This design comes from an exercise in tuning for small area on the open sky130 flow, not from production work. Function was checked by simulation only, so behaviour that the tests miss may differ from the original. Power figures rest on the tool's default switching activity, not on a simulated workload.

Setup of build 93:
// top
module top #(
  parameter STARTUP_WAIT = 32'd2000,
  parameter FRAME_WAIT = 32'd4500,
  parameter JUMP_DURATION = 32'd950000
)(
  input clk,
  input rst,
  input btn1,
  output io_sclk,
  output io_sdin,
  output io_cs,
  output io_dc,
  output io_reset
);
  wire jumpOffset;
  jump_controller #(
    .JUMP_DURATION(JUMP_DURATION)
  ) jump_inst (
    .clk(clk),
    .rst(rst),
    .btn1(btn1),
    .jumpOffset(jumpOffset)
  );
  screen_driver #(
    .STARTUP_WAIT(STARTUP_WAIT),
    .FRAME_WAIT(FRAME_WAIT)
  ) driver (
    .clk(clk),
    .rst(rst),
    .jumpOffset(jumpOffset),
    .io_sclk(io_sclk),
    .io_sdin(io_sdin),
    .io_cs(io_cs),
    .io_dc(io_dc),
    .io_reset(io_reset)
  );
endmodule
Size in the first run: ~390 cells after synthesis.
Settings: LEC_CHECK=0, CAP_MARGIN=20, CORE_MARGIN=2, CORE_UTILIZATION=70, SLEW_MARGIN=20; clock period 5.0 ns.
standard.sh (not shown) runs the stock make flow with config.mk's settings and CLKGATE_MAP_FILE= SYNTH_SCRIPT=/design/flow/synth_recipe.tcl, a recipe that flattens the netlist after the stock synthesis.
==> flow/flow/run.sh <==
#!/bin/bash
# Own layout flow: the standard flow, except that after the standard
# synthesis the combinational logic is mapped again by ABC with an
# area-oriented script (the standard synthesis maps for speed). Registers,
# their names and cell types are left exactly as the standard synthesis made
# them. Each tool's output goes to a log file of its own in this folder.
set -euo pipefail

WORK=$(pwd)
FLOWDIR=$WORK/flow
RES=$WORK/orfs/results/$FLOW_PLATFORM/top/base
LIB=$FLOW_HOME/platforms/$FLOW_PLATFORM/lib/sky130_fd_sc_hd__tt_025C_1v80.lib
YOSYS=$(command -v yosys || echo "$FLOW_HOME/../tools/install/yosys/bin/yosys")

# 1. the standard synthesis, unchanged.
bash standard.sh synth > "$WORK/log_1_standard_synth.log" 2>&1
cp "$RES/1_2_yosys.v" "$WORK/standard_1_2_yosys.v"

# 2. Map the combinational logic again for area. Flip-flop cells are kept
#    as black boxes, so their instances stay as they are.
DONT_USE=""
for c in $(grep -o 'sky130_fd_sc_hd__\(lpflow\|probe\)[a-z0-9_]*' "$LIB" | sort -u); do
  DONT_USE="$DONT_USE -dont_use $c"
done
cat > "$WORK/remap.ys" <<EOS
read_liberty -ignore_miss_func $LIB
blackbox sky130_fd_sc_hd__df* sky130_fd_sc_hd__edf* sky130_fd_sc_hd__sdf* sky130_fd_sc_hd__sedf* sky130_fd_sc_hd__dl* sky130_fd_sc_hd__sdl*
read_verilog $WORK/standard_1_2_yosys.v
hierarchy -check -top $FLOW_TOP
flatten
opt -purge
abc -liberty $LIB $DONT_USE -script $FLOWDIR/area.abc
opt_clean -purge
hilomap -singleton -hicell sky130_fd_sc_hd__conb_1 HI -locell sky130_fd_sc_hd__conb_1 LO
splitnets
opt_clean -purge
tee -o $WORK/remap_stat.txt stat -liberty $LIB
write_verilog -noattr -nohex -nodec $WORK/remapped_1_2_yosys.v
EOS
"$YOSYS" -s "$WORK/remap.ys" > "$WORK/log_2_remap.log" 2>&1

# Use the remapped netlist only if it keeps every flip-flop instance.
n_std=$(grep -c 'sky130_fd_sc_hd__\(df\|edf\|sdf\|sedf\)' "$WORK/standard_1_2_yosys.v" || true)
n_new=$(grep -c 'sky130_fd_sc_hd__\(df\|edf\|sdf\|sedf\)' "$WORK/remapped_1_2_yosys.v" || true)
if [[ "$n_std" == "$n_new" ]]; then
  cp "$WORK/remapped_1_2_yosys.v" "$RES/1_2_yosys.v"
  touch "$RES/1_2_yosys.v"
else
  echo "remap changed the flip-flops ($n_std -> $n_new); keeping the standard netlist" >> "$WORK/log_2_remap.log"
fi

# 3. The rest of the standard flow, from the netlist on. Every port still
#    gets a buffer, but the smallest one; the clock tree uses small buffers
#    and no dummy loads.
bash standard.sh \
  "BUFFER_PORTS_ARGS=-buffer_cell sky130_fd_sc_hd__buf_1" \
  "CTS_ARGS=-sink_clustering_enable -repair_clock_nets -dont_use_dummy_load -buf_list sky130_fd_sc_hd__clkbuf_16 -root_buf sky130_fd_sc_hd__clkbuf_16 -sink_clustering_size 60 -sink_clustering_max_diameter 300" \
  finish > "$WORK/log_3_standard_layout.log" 2>&1
Other scripts of this flow, unchanged in this note and not shown: flow/flow/area.abc
Build 93 finished end to end and its layout was clean on timing, DRC and antenna.
> inputs changed (build 93 -> trial 44)
diff --git a/flow/flow/run.sh b/flow/flow/run.sh
--- a/flow/flow/run.sh
+++ b/flow/flow/run.sh
@@ -57 +57 @@
-  "CTS_ARGS=-sink_clustering_enable -repair_clock_nets -dont_use_dummy_load -buf_list sky130_fd_sc_hd__clkbuf_16 -root_buf sky130_fd_sc_hd__clkbuf_16 -sink_clustering_size 60 -sink_clustering_max_diameter 300" \
+  "CTS_ARGS=-sink_clustering_enable -repair_clock_nets -dont_use_dummy_load -buf_list {sky130_fd_sc_hd__clkbuf_2 sky130_fd_sc_hd__clkbuf_4 sky130_fd_sc_hd__clkbuf_8}" \
==> run notes <==
- Area growth from synthesis to layout down 2.1 points in trial 44 wrt build 93
- Cell internal power dissipation delta for trial 44 relative to build 93: 0.000087 W lower
- Number of vias per cell after detailed routing: trial 44 < build 93
- Diff build 93 -> trial 44 | design area | decrease of 1.9%
- When the final numbers for build 93 and trial 44 were put side by side, the sequential share of layout area turned out to be smaller in build 93.
- In trial 44, the fill cell instance count of the final layout came out 11 above the value in build 93.

## what the ideal ports hide
Ports are ideal in the flow. The routed layouts listed here were re-timed in OpenROAD.
Step 1, drivers: a clkbuf_16 drives clk and a buf_2 each remaining input, both assumed.
Step 2 times the ports against the registers' clock, not the clock port: input delays grow and output delays shrink by t, the midpoint of the rising clock arrivals with the driver on.
Slacks: ideal / step 1 / step 2; pairs: ideal / step 1.
| run | t (ns) | setup WS [ns] | worst setup path after step 2 | clock arrival spread, ns |
|---|---|---|---|---|
| build 93 | 0.317 | 1.819 / 1.788 / 2.008 | register to register | 0.013 / 0.013 |
| trial 44 | 0.333 | 1.805 / 1.775 / 2.081 | register to register | 0.021 / 0.021 |
After both steps every run listed still meets setup and hold.
